This design comes from an exercise in tuning for small area and a short achievable clock period on the open sky130 flow, not from production work.
Function was not checked in any run shown here: the RTL went through the layout flow alone.
No activity file was given, so power comes from the tool's default toggle rates.

==> flow/design.v (outline; a module is shown in full before it is edited, if it fits) <==
// module RGB_to_Gray: 904 lines
// module fa: 4 lines
// module ha: 4 lines
// module xr: 3 lines
// module xn: 3 lines
// module ao: 3 lines
// module an2: 3 lines
// module or2: 3 lines
module RGB_to_Gray(input CLK, input [7:0] R, input [7:0] G, input [7:0] B, input In_Valid, output reg [7:0] Gray, output reg Out_Valid);
  // ...
==> flow/run.sh <==
#!/bin/bash
# synth_recipe.tcl (not shown) runs the flow's synth.tcl, then flattens the netlist and writes it again
# the make line also repeats each setting of config.mk as NAME=value (left out here)
make -C /OpenROAD-flow-scripts/flow DESIGN_CONFIG=/design/flow/config.mk WORK_HOME=/design/flow/orfs CLKGATE_MAP_FILE= SYNTH_SCRIPT=/design/flow/synth_recipe.tcl finish
==> flow/config.mk <==
export PLATFORM = sky130hd
export DESIGN_NAME = RGB_to_Gray
export DESIGN_NICKNAME = RGB_to_Gray
export VERILOG_FILES = /design/flow/design.v
export SDC_FILE = /design/flow/constraint.sdc
export NUM_CORES = 8
export LEC_CHECK = 0
export CAP_MARGIN = 20
export CORE_MARGIN = 2
export CORE_UTILIZATION = 40
export SLEW_MARGIN = 20
export SYNTH_HIERARCHICAL = 1
export SYNTH_MINIMUM_KEEP_SIZE = 0
==> flow/constraint.sdc <==
create_clock -name core_clock -period 16.0 [get_ports {CLK}]
set_input_delay 3.2000 -clock core_clock [delete_from_list [all_inputs] [get_ports {CLK}]]
set_output_delay 3.2000 -clock core_clock [all_outputs]
set_load 0.01 [all_outputs]
==> flow_summary.ini, run 1 <==
[min_path]
hold_depth = 0

[grt]
grt_first_pass_wirelength_um = 38180

[pwr]
power_frac_comb_pct = 53.8
p_int_w = 0.001370
design_power_total_w = 0.002273
p_sw_share_pct = 39.73

[finish]
antenna_cells = 0
layout-drive-gt1-share_pct = 5.016
multi_input_area_mm2 = 0.007794
multi_input_area_share_pct = 62.58
seq_area_share_pct = 25.08
buffer_area_share_pct = 2.793
largest_class = multi-input gates
buffers_excl_clock = 35

[worst_setup_path]
crit_end = Gray[0]
worst_r2r_startpoint = p35_0_1

[route]
wl_met2_um = 11120
drc = 0

[run_status]
outcome = complete, no violations

[clock_network]
clock_path_buffers = 2

[die]
rows = 60
start_util_pct = 40.91

[synth]
avgSynthCellArea_um2 = 12.99
async_reset_ff_share_pct = 0
synth-main-ff-cell = dfxtp_1
synth_simple_gate_area_share_pct = 9.495

[timing]
hold_viol = 0
fmax_mhz = 222.8
==> inputs of run 2 (changes only) <==
==> flow/design.v (replaced) <==
module RGB_to_Gray(input CLK, input [7:0] R, input [7:0] G, input [7:0] B, input In_Valid, output reg [7:0] Gray, output reg Out_Valid);
    reg [7:0] r, g, b; reg v0;
    always @(posedge CLK) begin r <= R; g <= G; b <= B; v0 <= In_Valid; end
    wire w8 = ({r[7], r[6], r[5], r[4], r[3], r[2], r[1], r[0]} >= 8'd2);
    wire w9 = ({r[7], r[6], r[5], r[4], r[3], r[2], r[1], r[0]} >= 8'd4);
    wire w10 = ({r[7], r[6], r[5], r[4], r[3], r[2], r[1], r[0]} >= 8'd7);
    wire w11 = ({r[7], r[6], r[5], r[4], r[3], r[2], r[1], r[0]} >= 8'd14);
    wire w12 = ({r[7], r[6], r[5], r[4], r[3], r[2], r[1], r[0]} >= 8'd27);
    wire w13 = ({r[7], r[6], r[5], r[4], r[3], r[2], r[1], r[0]} >= 8'd54);
    wire w14 = ({r[7], r[6], r[5], r[4], r[3], r[2], r[1], r[0]} >= 8'd108);
    wire w15 = ({r[7], r[6], r[5], r[4], r[3], r[2], r[1], r[0]} >= 8'd215);
    wire w24 = ({g[7], g[6], g[5], g[4], g[3], g[2], g[1], g[0]} >= 8'd2);
    wire w25 = ({g[7], g[6], g[5], g[4], g[3], g[2], g[1], g[0]} >= 8'd4);
    wire w26 = ({g[7], g[6], g[5], g[4], g[3], g[2], g[1], g[0]} >= 8'd7);
    wire w27 = ({g[7], g[6], g[5], g[4], g[3], g[2], g[1], g[0]} >= 8'd14);
    wire w28 = ({g[7], g[6], g[5], g[4], g[3], g[2], g[1], g[0]} >= 8'd28);
    wire w29 = ({g[7], g[6], g[5], g[4], g[3], g[2], g[1], g[0]} >= 8'd55);
    wire w30 = ({g[7], g[6], g[5], g[4], g[3], g[2], g[1], g[0]} >= 8'd110);
    wire w31 = ({g[7], g[6], g[5], g[4], g[3], g[2], g[1], g[0]} >= 8'd219);
    wire w41 = ({b[7], b[6], b[5], b[4], b[3], b[2], b[1], b[0]} >= 8'd3);
    wire w42 = ({b[7], b[6], b[5], b[4], b[3], b[2], b[1], b[0]} >= 8'd5);
    wire w43 = ({b[7], b[6], b[5], b[4], b[3], b[2], b[1], b[0]} >= 8'd9);
    wire w44 = ({b[7], b[6], b[5], b[4], b[3], b[2], b[1], b[0]} >= 8'd18);
    wire w45 = ({b[7], b[6], b[5], b[4], b[3], b[2], b[1], b[0]} >= 8'd36);
    wire w46 = ({b[7], b[6], b[5], b[4], b[3], b[2], b[1], b[0]} >= 8'd71);
    wire w47 = ({b[7], b[6], b[5], b[4], b[3], b[2], b[1], b[0]} >= 8'd141);
    wire w48_0, w48_1; ha u48 (r[2], r[1], w48_0, w48_1);
    wire w49_0, w49_1; fa u49 (r[3], r[2], r[1], w49_0, w49_1);
    wire w50_0, w50_1; fa u50 (r[4], r[3], r[2], w50_0, w50_1);
    wire w51_0, w51_1; fa u51 (r[5], r[4], r[3], w51_0, w51_1);
    wire w52_0, w52_1; fa u52 (r[6], r[5], r[4], w52_0, w52_1);
    wire w53_0, w53_1; fa u53 (r[7], r[6], r[5], w53_0, w53_1);
    wire w54_0, w54_1; ha u54 (r[1], r[0], w54_0, w54_1);
    wire w55_0, w55_1; fa u55 (r[0], w48_0, w11, w55_0, w55_1);
    wire w56_0, w56_1; fa u56 (w48_1, w12, w49_0, w56_0, w56_1);
    wire w57_0, w57_1; fa u57 (w49_1, w13, w50_0, w57_0, w57_1);
    wire w58_0, w58_1; fa u58 (w50_1, w14, w51_0, w58_0, w58_1);
    wire w59_0, w59_1; fa u59 (w51_1, w15, w52_0, w59_0, w59_1);
    wire w60_0, w60_1; fa u60 (r[0], w52_1, w53_0, w60_0, w60_1);
    wire w61_0, w61_1; ha u61 (r[0], w9, w61_0, w61_1);
    wire w62_0, w62_1; ha u62 (w54_0, w10, w62_0, w62_1);
    wire w63_0, w63_1; ha u63 (w54_1, w55_0, w63_0, w63_1);
    wire w64_0, w64_1; ha u64 (w55_1, w56_0, w64_0, w64_1);
    wire w65_0, w65_1; ha u65 (w56_1, w57_0, w65_0, w65_1);
    wire w66_0, w66_1; ha u66 (w57_1, w58_0, w66_0, w66_1);
    wire w67_0, w67_1; ha u67 (w58_1, w59_0, w67_0, w67_1);
    wire w68_0, w68_1; ha u68 (w59_1, w60_0, w68_0, w68_1);
    wire w69; ao u69 (w62_1, w62_0, w61_1, w69);
    wire w71; ao u71 (w64_1, w64_0, w63_1, w71);
    wire w72; an2 u72 (w64_0, w63_0, w72);
    wire w73; ao u73 (w66_1, w66_0, w65_1, w73);
    wire w74; an2 u74 (w66_0, w65_0, w74);
    wire w75; ao u75 (w68_1, w68_0, w67_1, w75);
    wire w76; an2 u76 (w68_0, w67_0, w76);
    wire w77; ao u77 (w63_1, w63_0, w69, w77);
    wire w79; ao u79 (w71, w72, w69, w79);
    wire w81; ao u81 (w67_1, w67_0, w73, w81);
    wire w82; an2 u82 (w67_0, w74, w82);
    wire w83; ao u83 (w75, w76, w73, w83);
    wire w84; an2 u84 (w76, w74, w84);
    wire w85; ao u85 (w65_1, w65_0, w79, w85);
    wire w87; ao u87 (w73, w74, w79, w87);
    wire w89; ao u89 (w81, w82, w79, w89);
    wire w91; ao u91 (w83, w84, w79, w91);
    wire w93; xr u93 (w62_0, w61_1, w93);
    wire w94; xr u94 (w63_0, w69, w94);
    wire w95; xr u95 (w64_0, w77, w95);
    wire w96; xr u96 (w65_0, w79, w96);
    wire w97; xr u97 (w66_0, w85, w97);
    wire w98; xr u98 (w67_0, w87, w98);
    wire w99; xr u99 (w68_0, w89, w99);
    wire w100_0, w100_1; ha u100 (g[4], g[0], w100_0, w100_1);
    wire w101_0, w101_1; fa u101 (g[5], g[1], w31, w101_0, w101_1);
    wire w102_0, w102_1; fa u102 (g[6], g[2], g[0], w102_0, w102_1);
    wire w103_0, w103_1; ha u103 (g[0], w26, w103_0, w103_1);
    wire w104_0, w104_1; ha u104 (g[1], w27, w104_0, w104_1);
    wire w105_0, w105_1; ha u105 (g[2], w28, w105_0, w105_1);
    wire w106_0, w106_1; ha u106 (g[3], w29, w106_0, w106_1);
    wire w107_0, w107_1; ha u107 (w100_0, w30, w107_0, w107_1);
    wire w108_0, w108_1; ha u108 (w100_1, w101_0, w108_0, w108_1);
    wire w109_0, w109_1; ha u109 (w101_1, w102_0, w109_0, w109_1);
    wire w111; ao u111 (w105_1, w105_0, w104_1, w111);
    wire w112; an2 u112 (w105_0, w104_0, w112);
    wire w113; ao u113 (w107_1, w107_0, w106_1, w113);
    wire w114; an2 u114 (w107_0, w106_0, w114);
    wire w115; ao u115 (w109_1, w109_0, w108_1, w115);
    wire w116; an2 u116 (w109_0, w108_0, w116);
    wire w117; ao u117 (w104_1, w104_0, w103_1, w117);
    wire w119; ao u119 (w111, w112, w103_1, w119);
    wire w121; ao u121 (w108_1, w108_0, w113, w121);
    wire w122; an2 u122 (w108_0, w114, w122);
    wire w123; ao u123 (w115, w116, w113, w123);
    wire w124; an2 u124 (w116, w114, w124);
    wire w125; ao u125 (w106_1, w106_0, w119, w125);
    wire w127; ao u127 (w113, w114, w119, w127);
    wire w129; ao u129 (w121, w122, w119, w129);
    wire w131; ao u131 (w123, w124, w119, w131);
    wire w133; xr u133 (w104_0, w103_1, w133);
    wire w134; xr u134 (w105_0, w117, w134);
    wire w135; xr u135 (w106_0, w119, w135);
    wire w136; xr u136 (w107_0, w125, w136);
    wire w137; xr u137 (w108_0, w127, w137);
    wire w138; xr u138 (w109_0, w129, w138);
    wire w139 = ~w8;
    wire w140; an2 u140 (w61_0, w139, w140);
    wire w141 = ~w24;
    wire w142; an2 u142 (w25, w141, w142);
    wire w143 = ~w9;
    wire w144; an2 u144 (w93, w143, w144);
    wire w145 = ~w25;
    wire w146; an2 u146 (w103_0, w145, w146);
    wire w147 = ~w10;
    wire w148; an2 u148 (w94, w147, w148);
    wire w149 = ~w26;
    wire w150; an2 u150 (w133, w149, w150);
    wire w151 = ~w11;
    wire w152; an2 u152 (w95, w151, w152);
    wire w153 = ~w27;
    wire w154; an2 u154 (w134, w153, w154);
    wire w155 = ~w12;
    wire w156; an2 u156 (w96, w155, w156);
    wire w157 = ~w28;
    wire w158; an2 u158 (w135, w157, w158);
    wire w159 = ~w13;
    wire w160; an2 u160 (w97, w159, w160);
    wire w161 = ~w29;
    wire w162; an2 u162 (w136, w161, w162);
    wire w163 = ~w14;
    wire w164; an2 u164 (w98, w163, w164);
    wire w165 = ~w30;
    wire w166; an2 u166 (w137, w165, w166);
    wire w167 = ~w15;
    wire w168; an2 u168 (w99, w167, w168);
    wire w169 = ~w31;
    wire w170; an2 u170 (w138, w169, w170);
    wire w171_0, w171_1; ha u171 (r[7], r[6], w171_0, w171_1);
    wire w172_0, w172_1; fa u172 (r[7], r[2], r[0], w172_0, w172_1);
    wire w173_0, w173_1; fa u173 (g[7], g[3], g[1], w173_0, w173_1);
    wire w174_0, w174_1; fa u174 (r[3], r[1], r[0], w174_0, w174_1);
    wire w175_0, w175_1; fa u175 (r[4], r[2], r[1], w175_0, w175_1);
    wire w176_0, w176_1; fa u176 (r[5], r[3], r[2], w176_0, w176_1);
    wire w177_0, w177_1; ha u177 (r[0], g[6], w177_0, w177_1);
    wire w178_0, w178_1; fa u178 (r[6], r[4], r[3], w178_0, w178_1);
    wire w179_0, w179_1; fa u179 (r[1], g[7], g[5], w179_0, w179_1);
    wire w180_0, w180_1; fa u180 (r[7], r[5], r[4], w180_0, w180_1);
    wire w181_0, w181_1; ha u181 (r[2], g[6], w181_0, w181_1);
    wire w182_0, w182_1; fa u182 (r[6], r[5], r[3], w182_0, w182_1);
    wire w183_0, w183_1; ha u183 (g[7], g[6], w183_0, w183_1);
    wire w184_0, w184_1; fa u184 (r[7], r[6], r[4], w184_0, w184_1);
    wire w185_0, w185_1; ha u185 (r[0], g[7], w185_0, w185_1);
    wire w186_0, w186_1; ha u186 (r[7], r[5], w186_0, w186_1);
    wire w187_0, w187_1; ha u187 (r[5], r[2], w187_0, w187_1);
    wire w188_0, w188_1; fa u188 (r[6], r[3], r[2], w188_0, w188_1);
    wire w189_0, w189_1; fa u189 (r[7], r[4], r[3], w189_0, w189_1);
    wire w190_0, w190_1; fa u190 (r[5], r[4], r[1], w190_0, w190_1);
    wire w191_0, w191_1; fa u191 (r[6], r[5], r[2], w191_0, w191_1);
    wire w192_0, w192_1; ha u192 (r[7], r[6], w192_0, w192_1);
    wire w193_0, w193_1; fa u193 (r[1], w171_0, w53_1, w193_0, w193_1);
    wire w194_0, w194_1; fa u194 (g[0], w171_1, w102_1, w194_0, w194_1);
    wire w195_0, w195_1; ha u195 (w172_0, w173_0, w195_0, w195_1);
    wire w196_0, w196_1; fa u196 (g[4], g[2], g[1], w196_0, w196_1);
    wire w197_0, w197_1; fa u197 (w172_1, w173_1, w174_0, w197_0, w197_1);
    wire w198_0, w198_1; fa u198 (g[5], g[3], g[2], w198_0, w198_1);
    wire w199_0, w199_1; fa u199 (g[0], w174_1, w175_0, w199_0, w199_1);
    wire w200_0, w200_1; fa u200 (g[4], g[3], g[1], w200_0, w200_1);
    wire w201_0, w201_1; fa u201 (w177_0, w175_1, w176_0, w201_0, w201_1);
    wire w202_0, w202_1; fa u202 (g[4], g[2], w177_1, w202_0, w202_1);
    wire w203_0, w203_1; fa u203 (w176_1, w178_0, w179_0, w203_0, w203_1);
    wire w204_0, w204_1; fa u204 (g[5], g[3], w181_0, w204_0, w204_1);
    wire w205_0, w205_1; fa u205 (w178_1, w179_1, w180_0, w205_0, w205_1);
    wire w206_0, w206_1; fa u206 (g[4], g[0], w181_1, w206_0, w206_1);
    wire w207_0, w207_1; fa u207 (w183_0, w180_1, w182_0, w207_0, w207_1);
    wire w208_0, w208_1; fa u208 (g[5], g[1], w183_1, w208_0, w208_1);
    wire w209_0, w209_1; fa u209 (w185_0, w182_1, w184_0, w209_0, w209_1);
    wire w210_0, w210_1; fa u210 (r[1], g[6], g[2], w210_0, w210_1);
    wire w211_0, w211_1; fa u211 (w185_1, w186_0, w184_1, w211_0, w211_1);
    wire w212_0, w212_1; fa u212 (r[6], r[2], g[7], w212_0, w212_1);
    wire w213_0, w213_1; fa u213 (g[3], g[0], w186_1, w213_0, w213_1);
    wire w214_0, w214_1; fa u214 (r[7], r[3], r[0], w214_0, w214_1);
    wire w215_0, w215_1; fa u215 (g[4], g[1], g[0], w215_0, w215_1);
    wire w216_0, w216_1; fa u216 (r[4], r[1], r[0], w216_0, w216_1);
    wire w217_0, w217_1; fa u217 (g[5], g[2], g[1], w217_0, w217_1);
    wire w218_0, w218_1; fa u218 (r[1], g[6], g[3], w218_0, w218_1);
    wire w219_0, w219_1; fa u219 (g[2], g[0], w187_0, w219_0, w219_1);
    wire w220_0, w220_1; fa u220 (g[7], g[4], g[3], w220_0, w220_1);
    wire w221_0, w221_1; fa u221 (g[1], w187_1, w188_0, w221_0, w221_1);
    wire w222_0, w222_1; fa u222 (r[0], g[5], g[4], w222_0, w222_1);
    wire w223_0, w223_1; fa u223 (g[2], w188_1, w189_0, w223_0, w223_1);
    wire w224_0, w224_1; fa u224 (g[6], g[5], g[3], w224_0, w224_1);
    wire w225_0, w225_1; fa u225 (g[0], w189_1, w190_0, w225_0, w225_1);
    wire w226_0, w226_1; fa u226 (g[7], g[6], g[4], w226_0, w226_1);
    wire w227_0, w227_1; fa u227 (g[1], w190_1, w191_0, w227_0, w227_1);
    wire w228_0, w228_1; fa u228 (r[3], g[7], g[5], w228_0, w228_1);
    wire w229_0, w229_1; fa u229 (g[2], w192_0, w191_1, w229_0, w229_1);
    wire w230_0, w230_1; fa u230 (r[7], r[4], g[6], w230_0, w230_1);
    wire w231_0, w231_1; ha u231 (g[3], w192_1, w231_0, w231_1);
    wire w232_0, w232_1; ha u232 (r[5], g[7], w232_0, w232_1);
    wire w233_0, w233_1; ha u233 (w193_0, w60_1, w233_0, w233_1);
    wire w234_0, w234_1; fa u234 (w193_1, w195_0, w194_0, w234_0, w234_1);
    wire w235_0, w235_1; fa u235 (w196_0, w195_1, w194_1, w235_0, w235_1);
    wire w236_0, w236_1; fa u236 (w196_1, w198_0, w197_1, w236_0, w236_1);
    wire w237_0, w237_1; fa u237 (w198_1, w200_0, w199_1, w237_0, w237_1);
    wire w238_0, w238_1; fa u238 (w200_1, w202_0, w201_1, w238_0, w238_1);
    wire w239_0, w239_1; fa u239 (w202_1, w204_0, w203_1, w239_0, w239_1);
    wire w240_0, w240_1; fa u240 (w204_1, w206_0, w205_1, w240_0, w240_1);
    wire w241_0, w241_1; fa u241 (w206_1, w208_0, w207_1, w241_0, w241_1);
    wire w242_0, w242_1; fa u242 (w210_0, w208_1, w209_1, w242_0, w242_1);
    wire w243_0, w243_1; fa u243 (w210_1, w212_0, w213_0, w243_0, w243_1);
    wire w244_0, w244_1; fa u244 (w212_1, w214_0, w215_0, w244_0, w244_1);
    wire w245_0, w245_1; fa u245 (w214_1, w215_1, w216_0, w245_0, w245_1);
    wire w246_0, w246_1; fa u246 (w216_1, w217_1, w218_0, w246_0, w246_1);
    wire w247_0, w247_1; fa u247 (w218_1, w220_0, w219_1, w247_0, w247_1);
    wire w248_0, w248_1; fa u248 (w220_1, w222_0, w221_1, w248_0, w248_1);
    wire w249_0, w249_1; fa u249 (w222_1, w224_0, w223_1, w249_0, w249_1);
    wire w250_0, w250_1; fa u250 (w224_1, w226_0, w225_1, w250_0, w250_1);
    wire w251_0, w251_1; fa u251 (w226_1, w228_0, w227_1, w251_0, w251_1);
    wire w252_0, w252_1; fa u252 (w228_1, w230_0, w231_0, w252_0, w252_1);
    wire w253_0, w253_1; fa u253 (g[4], w232_0, w230_1, w253_0, w253_1);
    wire w254_0, w254_1; ha u254 (r[6], g[5], w254_0, w254_1);
    wire w255_0, w255_1; ha u255 (p233_0_1, p91_0_1, w255_0, w255_1);
    wire w256_0, w256_1; fa u256 (w233_1, w234_0, w131, w256_0, w256_1);
    wire w257_0, w257_1; fa u257 (w197_0, w234_1, w235_0, w257_0, w257_1);
    wire w258_0, w258_1; fa u258 (w199_0, w235_1, w236_0, w258_0, w258_1);
    wire w259_0, w259_1; fa u259 (w201_0, w236_1, w237_0, w259_0, w259_1);
    wire w260_0, w260_1; fa u260 (w203_0, w237_1, w238_0, w260_0, w260_1);
    wire w261_0, w261_1; fa u261 (w205_0, w238_1, w239_0, w261_0, w261_1);
    wire w262_0, w262_1; fa u262 (w207_0, w239_1, w240_0, w262_0, w262_1);
    wire w263_0, w263_1; fa u263 (w209_0, w240_1, w241_0, w263_0, w263_1);
    wire w264_0, w264_1; fa u264 (w211_0, w241_1, w242_0, w264_0, w264_1);
    wire w265_0, w265_1; fa u265 (w211_1, w243_0, w242_1, w265_0, w265_1);
    wire w266_0, w266_1; fa u266 (w213_1, w244_0, w243_1, w266_0, w266_1);
    wire w267_0, w267_1; fa u267 (w217_0, w244_1, w245_0, w267_0, w267_1);
    wire w268_0, w268_1; fa u268 (w219_0, w245_1, w246_0, w268_0, w268_1);
    wire w269_0, w269_1; fa u269 (w246_1, w221_0, w247_0, w269_0, w269_1);
    wire w270_0, w270_1; fa u270 (w223_0, w247_1, w248_0, w270_0, w270_1);
    wire w271_0, w271_1; fa u271 (w225_0, w248_1, w249_0, w271_0, w271_1);
    wire w272_0, w272_1; fa u272 (w227_0, w249_1, w250_0, w272_0, w272_1);
    wire w273_0, w273_1; fa u273 (w229_0, w250_1, w251_0, w273_0, w273_1);
    wire w274_0, w274_1; fa u274 (w229_1, w252_0, w251_1, w274_0, w274_1);
    wire w275_0, w275_1; fa u275 (w231_1, w253_0, w252_1, w275_0, w275_1);
    wire w276_0, w276_1; fa u276 (w232_1, w254_0, w253_1, w276_0, w276_1);
    wire w277_0, w277_1; fa u277 (r[7], g[6], w254_1, w277_0, w277_1);
    wire w278_0, w278_1; ha u278 (w262_1, w263_0, w278_0, w278_1);
    wire w279_0, w279_1; ha u279 (w263_1, w264_0, w279_0, w279_1);
    wire w280_0, w280_1; ha u280 (w264_1, w265_0, w280_0, w280_1);
    wire w281_0, w281_1; ha u281 (w265_1, w266_0, w281_0, w281_1);
    wire w282_0, w282_1; ha u282 (w266_1, w267_0, w282_0, w282_1);
    wire w283_0, w283_1; ha u283 (w267_1, w268_0, w283_0, w283_1);
    wire w284_0, w284_1; ha u284 (w268_1, w269_0, w284_0, w284_1);
    wire w285_0, w285_1; ha u285 (w269_1, w270_0, w285_0, w285_1);
    wire w286_0, w286_1; ha u286 (w270_1, w271_0, w286_0, w286_1);
    wire w287_0, w287_1; ha u287 (w271_1, w272_0, w287_0, w287_1);
    wire w288_0, w288_1; ha u288 (w272_1, w273_0, w288_0, w288_1);
    wire w289_0, w289_1; ha u289 (w273_1, w274_0, w289_0, w289_1);
    wire w290_0, w290_1; ha u290 (w274_1, w275_0, w290_0, w290_1);
    wire w291_0, w291_1; ha u291 (w275_1, w276_0, w291_0, w291_1);
    wire w292_0, w292_1; ha u292 (w276_1, w277_0, w292_0, w292_1);
    wire w293_0, w293_1; ha u293 (p277_1_1, p23_0_1, w293_0, w293_1);
    wire w294; ao u294 (w279_1, w279_0, w278_1, w294);
    wire w296; ao u296 (w281_1, w281_0, w280_1, w296);
    wire w297; an2 u297 (w281_0, w280_0, w297);
    wire w298; ao u298 (w283_1, w283_0, w282_1, w298);
    wire w299; an2 u299 (w283_0, w282_0, w299);
    wire w300; ao u300 (w285_1, w285_0, w284_1, w300);
    wire w301; an2 u301 (w285_0, w284_0, w301);
    wire w302; ao u302 (w287_1, w287_0, w286_1, w302);
    wire w303; an2 u303 (w287_0, w286_0, w303);
    wire w304; ao u304 (w289_1, w289_0, w288_1, w304);
    wire w305; an2 u305 (w289_0, w288_0, w305);
    wire w306; ao u306 (w291_1, w291_0, w290_1, w306);
    wire w307; an2 u307 (w291_0, w290_0, w307);
    wire w308; ao u308 (w293_1, w293_0, p292_1_1, w308);
    wire w309; an2 u309 (w293_0, p292_0_1, w309);
    wire w312; ao u312 (w296, w297, w294, w312);
    wire w316; ao u316 (w300, w301, w298, w316);
    wire w317; an2 u317 (w301, w299, w317);
    wire w318; ao u318 (w288_1, w288_0, w302, w318);
    wire w319; an2 u319 (p288_0_1, p303_0_1, w319);
    wire w320; ao u320 (p304_0_1, p305_0_1, p302_0_1, w320);
    wire w321; an2 u321 (p305_0_1, p303_0_1, w321);
    wire w322; ao u322 (p292_1_1, p292_0_1, p306_0_1, w322);
    wire w323; an2 u323 (p292_0_1, p307_0_1, w323);
    wire w324; ao u324 (w308, w309, p306_0_1, w324);
    wire w325; an2 u325 (w309, p307_0_1, w325);
    wire w332; ao u332 (p316_0_1, p317_0_1, p312_0_1, w332);
    wire w334; ao u334 (p290_1_1, p290_0_1, w320, w334);
    wire w335; an2 u335 (p290_0_1, w321, w335);
    wire w336; ao u336 (p306_0_1, p307_0_1, w320, w336);
    wire w337; an2 u337 (p307_0_1, w321, w337);
    wire w338; ao u338 (w322, w323, w320, w338);
    wire w339; an2 u339 (w323, w321, w339);
    wire w340; ao u340 (w324, w325, w320, w340);
    wire w341; an2 u341 (w325, w321, w341);
    wire w342; ao u342 (p286_1_1, p286_0_1, w332, w342);
    wire w344; ao u344 (p302_0_1, p303_0_1, w332, w344);
    wire w346; ao u346 (p318_0_1, w319, w332, w346);
    wire w348; ao u348 (w320, w321, w332, w348);
    wire w350; ao u350 (w334, w335, w332, w350);
    wire w352; ao u352 (w336, w337, w332, w352);
    wire w354; ao u354 (w338, w339, w332, w354);
    wire w356; ao u356 (w340, w341, w332, w356);
    wire w358 = |{p270_1_1, p271_1_1, p272_1_1, p273_1_1, p274_1_1, p275_1_1, p276_1_1, p277_1_1, p271_0_1, p272_0_1, p273_0_1, p274_0_1, p275_0_1, p276_0_1, p277_0_1, p23_0_1, w332};
    wire w359 = |{p271_1_1, p272_1_1, p273_1_1, p274_1_1, p275_1_1, p276_1_1, p277_1_1, p272_0_1, p273_0_1, p274_0_1, p275_0_1, p276_0_1, p277_0_1, p23_0_1, w342};
    wire w360 = |{p272_1_1, p273_1_1, p274_1_1, p275_1_1, p276_1_1, p277_1_1, p273_0_1, p274_0_1, p275_0_1, p276_0_1, p277_0_1, p23_0_1, w344};
    wire w361 = |{p273_1_1, p274_1_1, p275_1_1, p276_1_1, p277_1_1, p274_0_1, p275_0_1, p276_0_1, p277_0_1, p23_0_1, w346};
    wire w362 = |{p274_1_1, p275_1_1, p276_1_1, p277_1_1, p275_0_1, p276_0_1, p277_0_1, p23_0_1, w348};
    wire w363 = |{p275_1_1, p276_1_1, p277_1_1, p276_0_1, p277_0_1, p23_0_1, w350};
    wire w364 = |{p276_1_1, p277_1_1, p277_0_1, p23_0_1, w352};
    wire w365 = |{p277_1_1, p23_0_1, w354};
    wire w366 = |{w356};
    wire w367 = ~b[0];
    wire w368 = ~b[1];
    wire w369 = ~b[2];
    wire w370 = ~b[3];
    wire w371 = ~b[4];
    wire w372 = ~p37_0_1;
    wire w373 = ~p38_0_1;
    wire w374 = ~p39_0_1;
    wire w375_0, w375_1; fa u375 (b[6], b[4], b[2], w375_0, w375_1);
    wire w376_0, w376_1; ha u376 (b[7], b[5], w376_0, w376_1);
    wire w377_0, w377_1; ha u377 (b[6], b[4], w377_0, w377_1);
    wire w378_0, w378_1; ha u378 (b[7], b[5], w378_0, w378_1);
    wire w379_0, w379_1; ha u379 (b[4], b[2], w379_0, w379_1);
    wire w380_0, w380_1; fa u380 (b[5], b[3], b[1], w380_0, w380_1);
    wire w381_0, w381_1; fa u381 (w367, w47, w375_0, w381_0, w381_1);
    wire w382_0, w382_1; fa u382 (b[3], w368, w376_0, w382_0, w382_1);
    wire w383_0, w383_1; fa u383 (b[0], w369, w376_1, w383_0, w383_1);
    wire w384_0, w384_1; fa u384 (b[1], w370, w377_1, w384_0, w384_1);
    wire w385_0, w385_1; fa u385 (b[6], b[2], w371, w385_0, w385_1);
    wire w386_0, w386_1; ha u386 (b[2], b[0], w386_0, w386_1);
    wire w387_0, w387_1; fa u387 (b[3], b[1], w44, w387_0, w387_1);
    wire w388_0, w388_1; fa u388 (b[0], w379_0, w45, w388_0, w388_1);
    wire w389_0, w389_1; fa u389 (w379_1, w46, w380_0, w389_0, w389_1);
    wire w390; xn u390 (w380_1, w381_0, w390);
    wire w391; or2 u391 (w380_1, w381_0, w391);
    wire w392_0, w392_1; fa u392 (w375_1, w382_0, w381_1, w392_0, w392_1);
    wire w393_0, w393_1; fa u393 (w377_0, w382_1, w383_0, w393_0, w393_1);
    wire w394_0, w394_1; fa u394 (w378_0, w383_1, w384_0, w394_0, w394_1);
    wire w395_0, w395_1; fa u395 (w378_1, w385_0, w384_1, w395_0, w395_1);
    wire w396_0, w396_1; ha u396 (b[0], w41, w396_0, w396_1);
    wire w397_0, w397_1; ha u397 (b[1], w42, w397_0, w397_1);
    wire w398_0, w398_1; ha u398 (w386_0, w43, w398_0, w398_1);
    wire w399_0, w399_1; ha u399 (w386_1, w387_0, w399_0, w399_1);
    wire w400_0, w400_1; ha u400 (w387_1, w388_0, w400_0, w400_1);
    wire w401_0, w401_1; ha u401 (w388_1, w389_0, w401_0, w401_1);
    wire w402_0, w402_1; ha u402 (w389_1, w390, w402_0, w402_1);
    wire w403_0, w403_1; ha u403 (w391, w392_0, w403_0, w403_1);
    wire w404_0, w404_1; ha u404 (w392_1, w393_0, w404_0, w404_1);
    wire w405_0, w405_1; ha u405 (w393_1, w394_0, w405_0, w405_1);
    wire w406_0, w406_1; ha u406 (w394_1, w395_0, w406_0, w406_1);
    wire w407; ao u407 (w397_1, w397_0, w396_1, w407);
    wire w409; ao u409 (w399_1, w399_0, w398_1, w409);
    wire w410; an2 u410 (w399_0, w398_0, w410);
    wire w411; ao u411 (w401_1, w401_0, w400_1, w411);
    wire w412; an2 u412 (w401_0, w400_0, w412);
    wire w413; ao u413 (w403_1, w403_0, w402_1, w413);
    wire w414; an2 u414 (w403_0, w402_0, w414);
    wire w415; ao u415 (w405_1, w405_0, w404_1, w415);
    wire w416; an2 u416 (w405_0, w404_0, w416);
    wire w417; ao u417 (w398_1, w398_0, w407, w417);
    wire w419; ao u419 (w409, w410, w407, w419);
    wire w421; ao u421 (w402_1, w402_0, w411, w421);
    wire w422; an2 u422 (w402_0, w412, w422);
    wire w423; ao u423 (w413, w414, w411, w423);
    wire w424; an2 u424 (w414, w412, w424);
    wire w425; ao u425 (w406_1, w406_0, w415, w425);
    wire w426; an2 u426 (w406_0, w416, w426);
    wire w427; ao u427 (w400_1, w400_0, w419, w427);
    wire w429; ao u429 (w411, w412, w419, w429);
    wire w431; ao u431 (w421, w422, w419, w431);
    wire w433; ao u433 (w423, w424, w419, w433);
    wire w435; ao u435 (w404_1, w404_0, w433, w435);
    wire w437; ao u437 (w415, w416, w433, w437);
    wire w439; ao u439 (w425, w426, w433, w439);
    wire w442; xr u442 (w398_0, w407, w442);
    wire w443; xr u443 (w399_0, w417, w443);
    wire w444; xr u444 (w400_0, w419, w444);
    wire w445; xr u445 (w401_0, w427, w445);
    wire w446; xr u446 (w402_0, w429, w446);
    wire w447; xr u447 (w403_0, w431, w447);
    wire w448; xr u448 (w404_0, w433, w448);
    wire w449; xr u449 (w405_0, w435, w449);
    wire w450; xr u450 (w406_0, w437, w450);
    wire w451 = ~w42;
    wire w452; an2 u452 (w442, w451, w452);
    wire w453; an2 u453 (p452_0_1, w358, w453);
    wire w454 = ~w453;
    wire w455 = ~w43;
    wire w456; an2 u456 (w443, w455, w456);
    wire w457; an2 u457 (p456_0_1, w359, w457);
    wire w458 = ~w457;
    wire w459 = ~w44;
    wire w460; an2 u460 (w444, w459, w460);
    wire w461; an2 u461 (p460_0_1, w360, w461);
    wire w462 = ~w461;
    wire w463 = ~w45;
    wire w464; an2 u464 (w445, w463, w464);
    wire w465; an2 u465 (p464_0_1, w361, w465);
    wire w466 = ~w465;
    wire w467 = ~w46;
    wire w468; an2 u468 (w446, w467, w468);
    wire w469; an2 u469 (p468_0_1, w362, w469);
    wire w470 = ~w469;
    wire w471 = ~w47;
    wire w472; an2 u472 (w447, w471, w472);
    wire w473; an2 u473 (p472_0_1, w363, w473);
    wire w474 = ~w473;
    wire w475; an2 u475 (p448_0_1, w364, w475);
    wire w476 = ~w475;
    wire w477; an2 u477 (p449_0_1, w365, w477);
    wire w478 = ~w477;
    wire w479; an2 u479 (p450_0_1, w366, w479);
    wire w480 = ~w479;
    wire w481_0, w481_1; fa u481 (p39_0_1, p35_0_1, w372, w481_0, w481_1);
    wire w482_0, w482_1; ha u482 (p367_0_1, p385_1_1, w482_0, w482_1);
    wire w483_0, w483_1; ha u483 (p36_0_1, w373, w483_0, w483_1);
    wire w484_0, w484_1; ha u484 (p39_0_1, p37_0_1, w484_0, w484_1);
    wire w485_0, w485_1; ha u485 (p38_0_1, p33_0_1, w485_0, w485_1);
    wire w486_0, w486_1; ha u486 (p39_0_1, p34_0_1, w486_0, w486_1);
    wire w487_0, w487_1; fa u487 (w481_0, w482_0, p395_1_1, w487_0, w487_1);
    wire w488_0, w488_1; fa u488 (p368_0_1, w483_0, w481_1, w488_0, w488_1);
    wire w489_0, w489_1; ha u489 (w482_1, p257_0_1, w489_0, w489_1);
    wire w490_0, w490_1; fa u490 (p37_0_1, w374, p369_0_1, w490_0, w490_1);
    wire w491_0, w491_1; fa u491 (w483_1, p257_1_1, p258_0_1, w491_0, w491_1);
    wire w492_0, w492_1; fa u492 (p38_0_1, p370_0_1, p258_1_1, w492_0, w492_1);
    wire w493 = ~p259_0_1;
    wire w494_0, w494_1; fa u494 (p39_0_1, p371_0_1, p367_0_1, w494_0, w494_1);
    wire w495_0, w495_1; ha u495 (w259_1, w260_0, w495_0, w495_1);
    wire w496_0, w496_1; fa u496 (w372, p368_0_1, p260_1_1, w496_0, w496_1);
    wire w497_0, w497_1; fa u497 (p32_0_1, w373, p369_0_1, w497_0, w497_1);
    wire w498_0, w498_1; fa u498 (p33_0_1, w374, p370_0_1, w498_0, w498_1);
    wire w499_0, w499_1; fa u499 (p34_0_1, p32_0_1, p371_0_1, w499_0, w499_1);
    wire w500_0, w500_1; ha u500 (w263_1, w264_0, w500_0, w500_1);
    wire w501_0, w501_1; fa u501 (p35_0_1, p33_0_1, w372, w501_0, w501_1);
    wire w502; xn u502 (p264_1_1, p265_0_1, w502);
    wire w503; or2 u503 (p264_1_1, p265_0_1, w503);
    wire w504_0, w504_1; fa u504 (p36_0_1, p34_0_1, w373, w504_0, w504_1);
    wire w505_0, w505_1; fa u505 (w367, w266_0, w265_1, w505_0, w505_1);
    wire w506_0, w506_1; fa u506 (p37_0_1, p35_0_1, w374, w506_0, w506_1);
    wire w507_0, w507_1; fa u507 (w368, w267_0, w266_1, w507_0, w507_1);
    wire w508_0, w508_1; fa u508 (p38_0_1, p36_0_1, p369_0_1, w508_0, w508_1);
    wire w509; xn u509 (w267_1, w268_0, w509);
    wire w510; or2 u510 (w267_1, w268_0, w510);
    wire w511_0, w511_1; fa u511 (p32_0_1, p370_0_1, w484_0, w511_0, w511_1);
    wire w512; xn u512 (p268_1_1, p269_0_1, w512);
    wire w513; or2 u513 (p268_1_1, p269_0_1, w513);
    wire w514_0, w514_1; fa u514 (p371_0_1, w484_1, w485_0, w514_0, w514_1);
    wire w515; xn u515 (w269_1, w270_0, w515);
    wire w516; or2 u516 (w269_1, w270_0, w516);
    wire w517_0, w517_1; fa u517 (w372, w485_1, w486_0, w517_0, w517_1);
    wire w518; xn u518 (p270_1_1, p271_0_1, w518);
    wire w519; or2 u519 (p270_1_1, p271_0_1, w519);
    wire w520_0, w520_1; fa u520 (p35_0_1, w373, w486_1, w520_0, w520_1);
    wire w521; xn u521 (p271_1_1, p272_0_1, w521);
    wire w522; or2 u522 (p271_1_1, p272_0_1, w522);
    wire w523_0, w523_1; fa u523 (p36_0_1, w374, p272_1_1, w523_0, w523_1);
    wire w524 = ~p273_0_1;
    wire w525_0, w525_1; ha u525 (p37_0_1, p273_1_1, w525_0, w525_1);
    wire w526_0, w526_1; ha u526 (p38_0_1, p275_0_1, w526_0, w526_1);
    wire w527_0, w527_1; ha u527 (p39_0_1, p276_0_1, w527_0, w527_1);
    wire w528_0, w528_1; ha u528 (p140_0_1, p452_0_1, w528_0, w528_1);
    wire w529_0, w529_1; fa u529 (w142, w144, w456, w529_0, w529_1);
    wire w530_0, w530_1; fa u530 (w146, w148, w460, w530_0, w530_1);
    wire w531_0, w531_1; fa u531 (w150, w152, w464, w531_0, w531_1);
    wire w532_0, w532_1; fa u532 (p154_0_1, p156_0_1, p468_0_1, w532_0, w532_1);
    wire w533_0, w533_1; fa u533 (w158, w160, w472, w533_0, w533_1);
    wire w534_0, w534_1; fa u534 (p162_0_1, p164_0_1, p448_0_1, w534_0, w534_1);
    wire w535_0, w535_1; fa u535 (p166_0_1, p168_0_1, p449_0_1, w535_0, w535_1);
    wire w536_0, w536_1; fa u536 (p170_0_1, w255_0, p450_0_1, w536_0, w536_1);
    wire w537_0, w537_1; fa u537 (w487_0, w255_1, p256_0_1, w537_0, w537_1);
    wire w538_0, w538_1; fa u538 (w488_0, w487_1, w489_0, w538_0, w538_1);
    wire w539_0, w539_1; fa u539 (w490_0, w488_1, w489_1, w539_0, w539_1);
    wire w540_0, w540_1; fa u540 (w490_1, w493, w491_1, w540_0, w540_1);
    wire w541_0, w541_1; fa u541 (w494_0, p259_0_1, w492_1, w541_0, w541_1);
    wire w542_0, w542_1; fa u542 (w494_1, p261_0_1, p495_1_1, w542_0, w542_1);
    wire w543_0, w543_1; fa u543 (w497_0, p261_1_1, p262_0_1, w543_0, w543_1);
    wire w544_0, w544_1; fa u544 (w497_1, w498_0, p262_1_1, w544_0, w544_1);
    wire w545_0, w545_1; fa u545 (w498_1, w499_0, p500_0_1, w545_0, w545_1);
    wire w546_0, w546_1; fa u546 (w499_1, w501_0, w502, w546_0, w546_1);
    wire w547_0, w547_1; fa u547 (w501_1, w504_0, w503, w547_0, w547_1);
    wire w548_0, w548_1; fa u548 (w504_1, w506_0, p507_0_1, w548_0, w548_1);
    wire w549_0, w549_1; fa u549 (w506_1, w508_0, p509_0_1, w549_0, w549_1);
    wire w550_0, w550_1; fa u550 (w508_1, w511_0, p510_0_1, w550_0, w550_1);
    wire w551_0, w551_1; fa u551 (w511_1, w514_0, w513, w551_0, w551_1);
    wire w552_0, w552_1; fa u552 (w514_1, w517_0, p516_0_1, w552_0, w552_1);
    wire w553_0, w553_1; fa u553 (w517_1, w520_0, w519, w553_0, w553_1);
    wire w554_0, w554_1; fa u554 (w520_1, w524, w522, w554_0, w554_1);
    wire w555_0, w555_1; fa u555 (p274_0_1, p273_0_1, w525_0, w555_0, w555_1);
    wire w556_0, w556_1; fa u556 (p274_1_1, w526_0, w525_1, w556_0, w556_1);
    wire w557_0, w557_1; fa u557 (p275_1_1, w527_0, w526_1, w557_0, w557_1);
    wire w558_0, w558_1; fa u558 (p277_0_1, p276_1_1, w527_1, w558_0, w558_1);
    wire w559_0, w559_1; ha u559 (p23_0_1, p277_1_1, w559_0, w559_1);
    wire w560_0, w560_1; ha u560 (w528_0, w454, w560_0, w560_1);
    wire w561_0, w561_1; fa u561 (w528_1, p529_0_1, w458, w561_0, w561_1);
    wire w562_0, w562_1; fa u562 (p529_1_1, p530_0_1, w462, w562_0, w562_1);
    wire w563_0, w563_1; fa u563 (p530_1_1, p531_0_1, w466, w563_0, w563_1);
    wire w564_0, w564_1; fa u564 (p531_1_1, w532_0, w470, w564_0, w564_1);
    wire w565_0, w565_1; fa u565 (w532_1, p533_0_1, w474, w565_0, w565_1);
    wire w566_0, w566_1; fa u566 (p533_1_1, w534_0, w476, w566_0, w566_1);
    wire w567_0, w567_1; fa u567 (w534_1, w535_0, w478, w567_0, w567_1);
    wire w568_0, w568_1; fa u568 (w535_1, w536_0, w480, w568_0, w568_1);
    wire w569_0, w569_1; fa u569 (p439_0_1, w537_0, w536_1, w569_0, w569_1);
    wire w570_0, w570_1; fa u570 (p256_1_1, w538_0, w537_1, w570_0, w570_1);
    wire w571_0, w571_1; fa u571 (w491_0, w538_1, w539_0, w571_0, w571_1);
    wire w572_0, w572_1; fa u572 (w492_0, w539_1, w540_0, w572_0, w572_1);
    wire w573_0, w573_1; fa u573 (p495_0_1, w540_1, w541_0, w573_0, w573_1);
    wire w574_0, w574_1; fa u574 (w496_0, w541_1, w542_0, w574_0, w574_1);
    wire w575_0, w575_1; fa u575 (w496_1, w543_0, w542_1, w575_0, w575_1);
    wire w576_0, w576_1; fa u576 (p263_0_1, w543_1, w544_0, w576_0, w576_1);
    wire w577; xn u577 (w544_1, w545_0, w577);
    wire w578; or2 u578 (w544_1, w545_0, w578);
    wire w579_0, w579_1; fa u579 (p500_1_1, w546_0, w545_1, w579_0, w579_1);
    wire w580_0, w580_1; fa u580 (p505_0_1, w546_1, w547_0, w580_0, w580_1);
    wire w581_0, w581_1; fa u581 (p505_1_1, w547_1, w548_0, w581_0, w581_1);
    wire w582_0, w582_1; fa u582 (p507_1_1, w549_0, w548_1, w582_0, w582_1);
    wire w583_0, w583_1; fa u583 (w512, w549_1, w550_0, w583_0, w583_1);
    wire w584_0, w584_1; fa u584 (w550_1, p515_0_1, w551_0, w584_0, w584_1);
    wire w585_0, w585_1; fa u585 (w518, w551_1, w552_0, w585_0, w585_1);
    wire w586_0, w586_1; fa u586 (w521, w552_1, w553_0, w586_0, w586_1);
    wire w587_0, w587_1; fa u587 (w523_0, w553_1, w554_0, w587_0, w587_1);
    wire w588_0, w588_1; fa u588 (w523_1, w554_1, w555_0, w588_0, w588_1);
    wire w589; xn u589 (w555_1, w556_0, w589);
    wire w590; or2 u590 (w555_1, w556_0, w590);
    wire w591; xn u591 (w557_0, w556_1, w591);
    wire w592; or2 u592 (w557_0, w556_1, w592);
    wire w593; xn u593 (w558_0, w557_1, w593);
    wire w594; or2 u594 (w558_0, w557_1, w594);
    wire w595; xn u595 (w559_0, w558_1, w595);
    wire w596; or2 u596 (w559_0, w558_1, w596);
    wire w597 = ~w559_1;
    wire w599_0, w599_1; ha u599 (w560_1, w561_0, w599_0, w599_1);
    wire w600_0, w600_1; ha u600 (w561_1, w562_0, w600_0, w600_1);
    wire w601_0, w601_1; ha u601 (w562_1, w563_0, w601_0, w601_1);
    wire w602_0, w602_1; ha u602 (w563_1, w564_0, w602_0, w602_1);
    wire w603_0, w603_1; ha u603 (w564_1, w565_0, w603_0, w603_1);
    wire w604_0, w604_1; ha u604 (w565_1, w566_0, w604_0, w604_1);
    wire w605_0, w605_1; ha u605 (w566_1, w567_0, w605_0, w605_1);
    wire w606_0, w606_1; ha u606 (w567_1, w568_0, w606_0, w606_1);
    wire w607_0, w607_1; ha u607 (w568_1, w569_0, w607_0, w607_1);
    wire w608_0, w608_1; ha u608 (w569_1, w570_0, w608_0, w608_1);
    wire w609_0, w609_1; ha u609 (w570_1, w571_0, w609_0, w609_1);
    wire w610_0, w610_1; ha u610 (w571_1, w572_0, w610_0, w610_1);
    wire w611_0, w611_1; ha u611 (w572_1, w573_0, w611_0, w611_1);
    wire w612_0, w612_1; ha u612 (w573_1, w574_0, w612_0, w612_1);
    wire w613_0, w613_1; ha u613 (w574_1, w575_0, w613_0, w613_1);
    wire w614_0, w614_1; ha u614 (w575_1, w576_0, w614_0, w614_1);
    wire w615_0, w615_1; ha u615 (w576_1, w577, w615_0, w615_1);
    wire w616_0, w616_1; ha u616 (w578, w579_0, w616_0, w616_1);
    wire w617_0, w617_1; ha u617 (w579_1, w580_0, w617_0, w617_1);
    wire w618_0, w618_1; ha u618 (w580_1, w581_0, w618_0, w618_1);
    wire w619_0, w619_1; ha u619 (w581_1, w582_0, w619_0, w619_1);
    wire w620_0, w620_1; ha u620 (w582_1, w583_0, w620_0, w620_1);
    wire w621_0, w621_1; ha u621 (w583_1, w584_0, w621_0, w621_1);
    wire w622_0, w622_1; ha u622 (w584_1, w585_0, w622_0, w622_1);
    wire w623_0, w623_1; ha u623 (w585_1, w586_0, w623_0, w623_1);
    wire w624_0, w624_1; ha u624 (w586_1, w587_0, w624_0, w624_1);
    wire w625_0, w625_1; ha u625 (w587_1, w588_0, w625_0, w625_1);
    wire w626_0, w626_1; ha u626 (w588_1, w589, w626_0, w626_1);
    wire w627_0, w627_1; ha u627 (w590, w591, w627_0, w627_1);
    wire w628_0, w628_1; ha u628 (w592, w593, w628_0, w628_1);
    wire w629_0, w629_1; ha u629 (w594, w595, w629_0, w629_1);
    wire w630_0, w630_1; ha u630 (w596, w597, w630_0, w630_1);
    wire w631; ao u631 (w599_1, w599_0, w560_0, w631);
    wire w633; ao u633 (w601_1, w601_0, w600_1, w633);
    wire w634; an2 u634 (w601_0, w600_0, w634);
    wire w635; ao u635 (w603_1, w603_0, w602_1, w635);
    wire w636; an2 u636 (w603_0, w602_0, w636);
    wire w637; ao u637 (w605_1, w605_0, w604_1, w637);
    wire w638; an2 u638 (w605_0, w604_0, w638);
    wire w639; ao u639 (w607_1, w607_0, w606_1, w639);
    wire w640; an2 u640 (w607_0, w606_0, w640);
    wire w641; ao u641 (w609_1, w609_0, w608_1, w641);
    wire w642; an2 u642 (w609_0, w608_0, w642);
    wire w643; ao u643 (w611_1, w611_0, w610_1, w643);
    wire w644; an2 u644 (w611_0, w610_0, w644);
    wire w645; ao u645 (w613_1, w613_0, w612_1, w645);
    wire w646; an2 u646 (w613_0, w612_0, w646);
    wire w647; ao u647 (w615_1, w615_0, w614_1, w647);
    wire w648; an2 u648 (w615_0, w614_0, w648);
    wire w649; ao u649 (w617_1, w617_0, w616_1, w649);
    wire w650; an2 u650 (w617_0, w616_0, w650);
    wire w651; ao u651 (w619_1, w619_0, w618_1, w651);
    wire w652; an2 u652 (w619_0, w618_0, w652);
    wire w653; ao u653 (w621_1, w621_0, w620_1, w653);
    wire w654; an2 u654 (w621_0, w620_0, w654);
    wire w655; ao u655 (w623_1, w623_0, w622_1, w655);
    wire w656; an2 u656 (w623_0, w622_0, w656);
    wire w657; ao u657 (w625_1, w625_0, w624_1, w657);
    wire w658; an2 u658 (w625_0, w624_0, w658);
    wire w659; ao u659 (w627_1, w627_0, w626_1, w659);
    wire w660; an2 u660 (w627_0, w626_0, w660);
    wire w661; ao u661 (w629_1, w629_0, w628_1, w661);
    wire w662; an2 u662 (w629_0, w628_0, w662);
    wire w665; ao u665 (w633, w634, w631, w665);
    wire w669; ao u669 (w637, w638, w635, w669);
    wire w670; an2 u670 (w638, w636, w670);
    wire w673; ao u673 (w641, w642, w639, w673);
    wire w674; an2 u674 (w642, w640, w674);
    wire w677; ao u677 (w645, w646, w643, w677);
    wire w678; an2 u678 (w646, w644, w678);
    wire w681; ao u681 (w649, w650, w647, w681);
    wire w682; an2 u682 (w650, w648, w682);
    wire w685; ao u685 (w653, w654, w651, w685);
    wire w686; an2 u686 (w654, w652, w686);
    wire w687; ao u687 (w624_1, w624_0, w655, w687);
    wire w688; an2 u688 (w624_0, w656, w688);
    wire w689; ao u689 (w657, w658, w655, w689);
    wire w690; an2 u690 (w658, w656, w690);
    wire w691; ao u691 (w628_1, w628_0, w659, w691);
    wire w692; an2 u692 (w628_0, w660, w692);
    wire w693; ao u693 (w661, w662, w659, w693);
    wire w694; an2 u694 (w662, w660, w694);
    wire w701; ao u701 (w669, w670, w665, w701);
    wire w709; ao u709 (w677, w678, w673, w709);
    wire w710; an2 u710 (w678, w674, w710);
    wire w717; ao u717 (w685, w686, w681, w717);
    wire w718; an2 u718 (w686, w682, w718);
    wire w719; ao u719 (w626_1, w626_0, w689, w719);
    wire w720; an2 u720 (w626_0, w690, w720);
    wire w721; ao u721 (w659, w660, w689, w721);
    wire w722; an2 u722 (w660, w690, w722);
    wire w723; ao u723 (w691, w692, w689, w723);
    wire w724; an2 u724 (w692, w690, w724);
    wire w725; ao u725 (w693, w694, w689, w725);
    wire w726; an2 u726 (w694, w690, w726);
    wire w741; ao u741 (w709, w710, w701, w741);
    wire w743; ao u743 (w622_1, w622_0, w717, w743);
    wire w744; an2 u744 (w622_0, w718, w744);
    wire w745; ao u745 (w655, w656, w717, w745);
    wire w746; an2 u746 (w656, w718, w746);
    wire w747; ao u747 (w687, w688, w717, w747);
    wire w748; an2 u748 (w688, w718, w748);
    wire w749; ao u749 (w689, w690, w717, w749);
    wire w750; an2 u750 (w690, w718, w750);
    wire w751; ao u751 (w719, w720, w717, w751);
    wire w752; an2 u752 (w720, w718, w752);
    wire w753; ao u753 (w721, w722, w717, w753);
    wire w754; an2 u754 (w722, w718, w754);
    wire w755; ao u755 (w723, w724, w717, w755);
    wire w756; an2 u756 (w724, w718, w756);
    wire w757; ao u757 (w725, w726, w717, w757);
    wire w758; an2 u758 (w726, w718, w758);
    wire w775; ao u775 (w743, w744, w741, w775);
    wire w777; ao u777 (w745, w746, w741, w777);
    wire w779; ao u779 (w747, w748, w741, w779);
    wire w781; ao u781 (w749, w750, w741, w781);
    wire w783; ao u783 (w751, w752, w741, w783);
    wire w785; ao u785 (w753, w754, w741, w785);
    wire w787; ao u787 (w755, w756, w741, w787);
    wire w789; ao u789 (w757, w758, w741, w789);
    wire w817; xr u817 (w623_0, w775, w817);
    wire w818; xr u818 (w624_0, w777, w818);
    wire w819; xr u819 (w625_0, w779, w819);
    wire w820; xr u820 (w626_0, w781, w820);
    wire w821; xr u821 (w627_0, w783, w821);
    wire w822; xr u822 (w628_0, w785, w822);
    wire w823; xr u823 (w629_0, w787, w823);
    wire w824; xr u824 (w630_0, w789, w824);
    reg p23_0_1;
    reg p32_0_1;
    reg p33_0_1;
    reg p34_0_1;
    reg p35_0_1;
    reg p36_0_1;
    reg p37_0_1;
    reg p38_0_1;
    reg p39_0_1;
    reg p233_0_1;
    reg p91_0_1;
    reg p262_1_1;
    reg p263_0_1;
    reg p264_1_1;
    reg p265_0_1;
    reg p268_1_1;
    reg p269_0_1;
    reg p270_1_1;
    reg p271_0_1;
    reg p271_1_1;
    reg p272_0_1;
    reg p272_1_1;
    reg p273_0_1;
    reg p273_1_1;
    reg p274_0_1;
    reg p274_1_1;
    reg p275_0_1;
    reg p275_1_1;
    reg p276_0_1;
    reg p276_1_1;
    reg p277_0_1;
    reg p277_1_1;
    reg p286_1_1;
    reg p286_0_1;
    reg p288_0_1;
    reg p290_1_1;
    reg p290_0_1;
    reg p292_1_1;
    reg p292_0_1;
    reg p302_0_1;
    reg p303_0_1;
    reg p304_0_1;
    reg p305_0_1;
    reg p306_0_1;
    reg p307_0_1;
    reg p316_0_1;
    reg p317_0_1;
    reg p312_0_1;
    reg p318_0_1;
    reg p367_0_1;
    reg p368_0_1;
    reg p369_0_1;
    reg p370_0_1;
    reg p371_0_1;
    reg p452_0_1;
    reg p456_0_1;
    reg p460_0_1;
    reg p464_0_1;
    reg p468_0_1;
    reg p472_0_1;
    reg p448_0_1;
    reg p449_0_1;
    reg p450_0_1;
    reg p385_1_1;
    reg p395_1_1;
    reg p257_0_1;
    reg p257_1_1;
    reg p258_0_1;
    reg p258_1_1;
    reg p259_0_1;
    reg p260_1_1;
    reg p140_0_1;
    reg p154_0_1;
    reg p156_0_1;
    reg p162_0_1;
    reg p164_0_1;
    reg p166_0_1;
    reg p168_0_1;
    reg p170_0_1;
    reg p256_0_1;
    reg p261_0_1;
    reg p495_1_1;
    reg p261_1_1;
    reg p262_0_1;
    reg p500_0_1;
    reg p507_0_1;
    reg p509_0_1;
    reg p510_0_1;
    reg p516_0_1;
    reg p529_0_1;
    reg p529_1_1;
    reg p530_0_1;
    reg p530_1_1;
    reg p531_0_1;
    reg p531_1_1;
    reg p533_0_1;
    reg p533_1_1;
    reg p439_0_1;
    reg p256_1_1;
    reg p495_0_1;
    reg p500_1_1;
    reg p505_0_1;
    reg p505_1_1;
    reg p507_1_1;
    reg p515_0_1;
    always @(posedge CLK) begin
        p23_0_1 <= g[7];
        p32_0_1 <= b[0];
        p33_0_1 <= b[1];
        p34_0_1 <= b[2];
        p35_0_1 <= b[3];
        p36_0_1 <= b[4];
        p37_0_1 <= b[5];
        p38_0_1 <= b[6];
        p39_0_1 <= b[7];
        p233_0_1 <= w233_0;
        p91_0_1 <= w91;
        p262_1_1 <= w262_1;
        p263_0_1 <= w263_0;
        p264_1_1 <= w264_1;
        p265_0_1 <= w265_0;
        p268_1_1 <= w268_1;
        p269_0_1 <= w269_0;
        p270_1_1 <= w270_1;
        p271_0_1 <= w271_0;
        p271_1_1 <= w271_1;
        p272_0_1 <= w272_0;
        p272_1_1 <= w272_1;
        p273_0_1 <= w273_0;
        p273_1_1 <= w273_1;
        p274_0_1 <= w274_0;
        p274_1_1 <= w274_1;
        p275_0_1 <= w275_0;
        p275_1_1 <= w275_1;
        p276_0_1 <= w276_0;
        p276_1_1 <= w276_1;
        p277_0_1 <= w277_0;
        p277_1_1 <= w277_1;
        p286_1_1 <= w286_1;
        p286_0_1 <= w286_0;
        p288_0_1 <= w288_0;
        p290_1_1 <= w290_1;
        p290_0_1 <= w290_0;
        p292_1_1 <= w292_1;
        p292_0_1 <= w292_0;
        p302_0_1 <= w302;
        p303_0_1 <= w303;
        p304_0_1 <= w304;
        p305_0_1 <= w305;
        p306_0_1 <= w306;
        p307_0_1 <= w307;
        p316_0_1 <= w316;
        p317_0_1 <= w317;
        p312_0_1 <= w312;
        p318_0_1 <= w318;
        p367_0_1 <= w367;
        p368_0_1 <= w368;
        p369_0_1 <= w369;
        p370_0_1 <= w370;
        p371_0_1 <= w371;
        p452_0_1 <= w452;
        p456_0_1 <= w456;
        p460_0_1 <= w460;
        p464_0_1 <= w464;
        p468_0_1 <= w468;
        p472_0_1 <= w472;
        p448_0_1 <= w448;
        p449_0_1 <= w449;
        p450_0_1 <= w450;
        p385_1_1 <= w385_1;
        p395_1_1 <= w395_1;
        p257_0_1 <= w257_0;
        p257_1_1 <= w257_1;
        p258_0_1 <= w258_0;
        p258_1_1 <= w258_1;
        p259_0_1 <= w259_0;
        p260_1_1 <= w260_1;
        p140_0_1 <= w140;
        p154_0_1 <= w154;
        p156_0_1 <= w156;
        p162_0_1 <= w162;
        p164_0_1 <= w164;
        p166_0_1 <= w166;
        p168_0_1 <= w168;
        p170_0_1 <= w170;
        p256_0_1 <= w256_0;
        p261_0_1 <= w261_0;
        p495_1_1 <= w495_1;
        p261_1_1 <= w261_1;
        p262_0_1 <= w262_0;
        p500_0_1 <= w500_0;
        p507_0_1 <= w507_0;
        p509_0_1 <= w509;
        p510_0_1 <= w510;
        p516_0_1 <= w516;
        p529_0_1 <= w529_0;
        p529_1_1 <= w529_1;
        p530_0_1 <= w530_0;
        p530_1_1 <= w530_1;
        p531_0_1 <= w531_0;
        p531_1_1 <= w531_1;
        p533_0_1 <= w533_0;
        p533_1_1 <= w533_1;
        p439_0_1 <= w439;
        p256_1_1 <= w256_1;
        p495_0_1 <= w495_0;
        p500_1_1 <= w500_1;
        p505_0_1 <= w505_0;
        p505_1_1 <= w505_1;
        p507_1_1 <= w507_1;
        p515_0_1 <= w515;
    end
    reg v1; always @(posedge CLK) v1 <= v0;
    always @(posedge CLK) begin Gray <= {w824, w823, w822, w821, w820, w819, w818, w817}; Out_Valid <= v1; end
endmodule
module fa(input a, input b, input c, output s, output co);
    assign s = a ^ b ^ c;
    assign co = (a & b) | (a & c) | (b & c);
endmodule
module ha(input a, input b, output s, output co);
    assign s = a ^ b;
    assign co = a & b;
endmodule
module xr(input a, input b, output y);
    assign y = a ^ b;
endmodule
module xn(input a, input b, output y);
    assign y = ~(a ^ b);
endmodule
module ao(input g1, input p1, input g0, output y);
    assign y = g1 | (p1 & g0);
endmodule
module an2(input a, input b, output y);
    assign y = a & b;
endmodule
module or2(input a, input b, output y);
    assign y = a | b;
endmodule
==> run 2 against run 1 <==
Net effect:
- still clean on timing, DRC and antenna
- worst hold slack got worse by 1.9 ps
- cell count decreased by 1.4%
- utilization increased by 0.20 points
- die area decreased by 2.9%
- maximum frequency increased by 0.21%
- critical endpoint is now Gray[3]
- largest cell class unchanged
- largest power group unchanged
==> flow_summary.ini, run 2 <==
[synth]
avgSynthCellArea_um2 = 12.91
yosys-top-cells-area = fa_1 37%, dfxtp_1 26%, ha_1 13%, a21o_1 8.3%, and2_1 6.2%
ys_types = 36
synth_edf_count = 0
synth_top_area_share_pct = 36.94
synth-main-ff-cell = dfxtp_1
synth_top_area_cell = fa_1
yosysSeqAreaShare_pct = 26.12
synthMuxAreaShare_pct = 0
netlist_area_mm2 = 0.01073
ys_warn_count = 7
synth-compound-area-share_pct = 9.817
synth-xor-area-share_pct = 3.428
synth_simple_gate_area_share_pct = 9.689
async_reset_ff_share_pct = 0
synth_adder_area_share_pct = 49.76
synth_top_family_by_area = adder cells
ys_top_cells_by_count = 198 x fa_1, 140 x dfxtp_1, 118 x a21o_1
synth_most_common_cell = fa_1
netlist_instances = 831
synth_seq_cells = 140
synth_nets = 1165

[route]
vias = 6094
post_drt_via_cell_ratio = 4.911
ant_nets = 0
firstDrtPassIters = 4
wl_um = 22230
drt_iter0_drc = 312
wl_per_cell_um = 17.91
drc = 0

[worst_setup_path]
crit_chain = clkdlybuf4s50_1
cp_max_fo = 1
reg2reg_depth = 12
crit_arrival_ps = 1280
timing.rr.end = Gray[2]
critPathMaxStageDelay_ps = 530
startpoint_type = flop
crit_type = flop to primary output
cp.buffers_inverters = 1
r2r_slack_ps = 11730
worst_r2r_startpoint = p37_0_1
slowest_stage = clkdlybuf4s50_1
required_ps = 12800
critical_path.endpoint_type = primary output
crit_family = buffers and inverters

[grt]
grt_max_degree = 18
antenna_found_initial = 0
grt_pass1_vias = 6561
overflow = 0
track_usage_pct = 17.23
grt_first_pass_wirelength_um = 36730

[clock_network]
clk_latency_ps = 430
path_clk_slew_ps = 60
cts_hold_buf = 0
numCtsBuffers = 17
cts_resized = 0
cts_tree = yes
post_cts_buffers = 0
cts_max_level = 4
numClockSinks = 140
root_buffer = clkbuf_16
clock_path_buffers = 2

[die]
core_area_mm2 = 0.02621
rows = 59
die_h_um = 167.8
die_area_mm2 = 0.02816
pin_count = 35
die_x_um = 167.8
start_util_pct = 40.95

[pwr]
power_frac_clock_pct = 15.3
p_int_w = 0.001457
powerDensity_mw_per_mm2 = 203.1
power_frac_comb_pct = 62.2
ir_drop_uv = 97.21
power.switching_w = 0.001006
p_sw_share_pct = 40.84
p_seq_share_pct = 22.4
cellLeakagePower_nw = 5.582

[timing]
tns_ps = 0
grt_setup_unrepaired = false
hold_viol = 0
min_period_ps = 4479
holdWs_ps = 327.7
finalCritPeriodShare_pct = 27.99
clock_skew_ps = 14.35
final_max_slew_viol_count = 0
finalSetupViolCount = 0
tightest_slew_ps = 959.2
max_slew_margin_pct = 35.96
fmax_mhz = 223.3

[placed_design]
place_area_mm2 = 0.01156
port_buffers = 34
dp_hpwl_um = 17790
place_congestion = 0.8249

[min_path]
hold_end = v1
hold_depth = 0
hp-start = v0
min_path_type = flop to flop

[finish]
layout_common_cells = 198 x fa_1, 139 x dfxtp_1, 118 x a21o_1, 110 x ha_1, 106 x and2_1
mostFrequentLayoutCell = fa_1
layout-drive-gt1-share_pct = 6.181
antenna_cells = 0
stdcell_area_mm2 = 0.01213
nets = 1227
areaGrowthSynthToFinish_pct = 13.02

[run_status]
outcome = complete, no violations

[job]
maxCapViolCount = 0
[run 2: cell count changes after synthesis, moves of 2 or more]
cell,change
nand3_1,-3
nor3_2,-2
and3_1,+2
nor2_1,-2
nand4_1,-2
inv_1,-2
or2_2,-3
a31oi_1,+2
dfxtp_1,-16
or2_1,+3
[run 2: kinds of logic (layout without fill, tap and decap cells)]
logic type	after synthesis	after routing
AO/OA/AOI/OAI	141	141
XOR/XNOR	42	42
buffers and inverters	34	109
adder cells (fa/ha/maj)	308	308
flip-flops	140	140
AND/OR/NAND/NOR	166	166
[run 2: worst max-delay path by stage]
stage	start	endpoint	slack (ps)	cells past startpoint
2_1_floorplan	p37_0_1	Gray[1]	12060	12
5_1_grt	Gray[3]	Gray[3]	11480	1
4_1_cts	Gray[3]	Gray[3]	11500	1
3_5_place_dp	p37_0_1	Gray[7]	11720	12
3_3_place_gp	p37_0_1	Gray[7]	11770	12
6_report	Gray[3]	Gray[3]	11520	1
[run 2: layer usage]
| metal | up-vias | wire [µm] | share of wire [%] | global-route usage [%] |
|---|---|---|---|---|
| li1 | 2914 | - | - | - |
| met1 | 3032 | 11280 | 51 | 26.21 |
| met2 | 130 | 9413 | 42 | 24.83 |
| met3 | 18 | 1134 | 5.1 | 3.808 |
| met4 | 0 | 403 | 1.8 | 4.499 |
| met5 | - | 0 | 0 | 0 |
[run 2: power groups by stage]
stage               clock network [W]  logic [W]  registers [W]
CTS                          0.000386    0.00155       0.000552
global placement                    0    0.00151       0.000559
finish                       0.000378    0.00153       0.000552
global route                 0.000401    0.00177       0.000563
detailed placement                  0    0.00153       0.000560
floorplan                           0    0.00117       0.000539
[run 2: final cells by class]
type	instances	area [µm²]
tap	335	419.2
inverter	33	123.9
timing repair buffer	44	415.4
sequential	140	2804
multi-input combinational	657	7801
fill	2367	14080
clock buffer	18	439.2
clock inverter	14	126.4
[run 2: modules after synthesis (local to each module, per instance)]
module       flops+latches  copies in the design  cells inside  cell area [µm²]
ao                       0                   117             1            7.507
an2                      0                   102             1            6.256
xr                       0                    30             1            8.758
fa                       0                   198             1            20.02
ha                       0                   110             1            12.51
RGB_to_Gray            140                     1           250             3432
xn                       0                    12             1            8.758
or2                      0                    12             1            6.256
[run 2: metrics by stage]
step	cells	power (W)	util (%)	setup WS [ps]
detailed placement	1209	0.002089	44.12	11720
finish	1241	0.002463	46.28	11520
global placement	1209	0.002068	44.12	11770
CTS	1241	0.002491	46.28	11500
floorplan	831	0.001711	-	12060
global route	1241	0.002738	46.28	11480

-- afterwards: timing with drivers on the ports --
Ports are ideal in the flow. The routed layouts listed here were re-timed in OpenROAD.
Step 1: set_driving_cell puts a clkbuf_16 on CLK and a buf_2 on each other input, an assumption about the parent block.
Step 2 adds t to the input delays and takes it off the output delays; t is the mean of the earliest and latest rising clock arrival at the registers after step 1. Input paths then give back, and output paths get back, about the clock's delay inside the block.
Three values: ideal ports, drivers, drivers and shift; two values: the first two.
run | t (ns) | setup slack, ns | worst setup path after step 2
run 1 | 0.476 | 11.511 / 11.463 / 11.939 | register to output
run 2 | 0.468 | 11.521 / 11.479 / 11.729 | register to register
After both steps setup and hold are still met in every run listed.
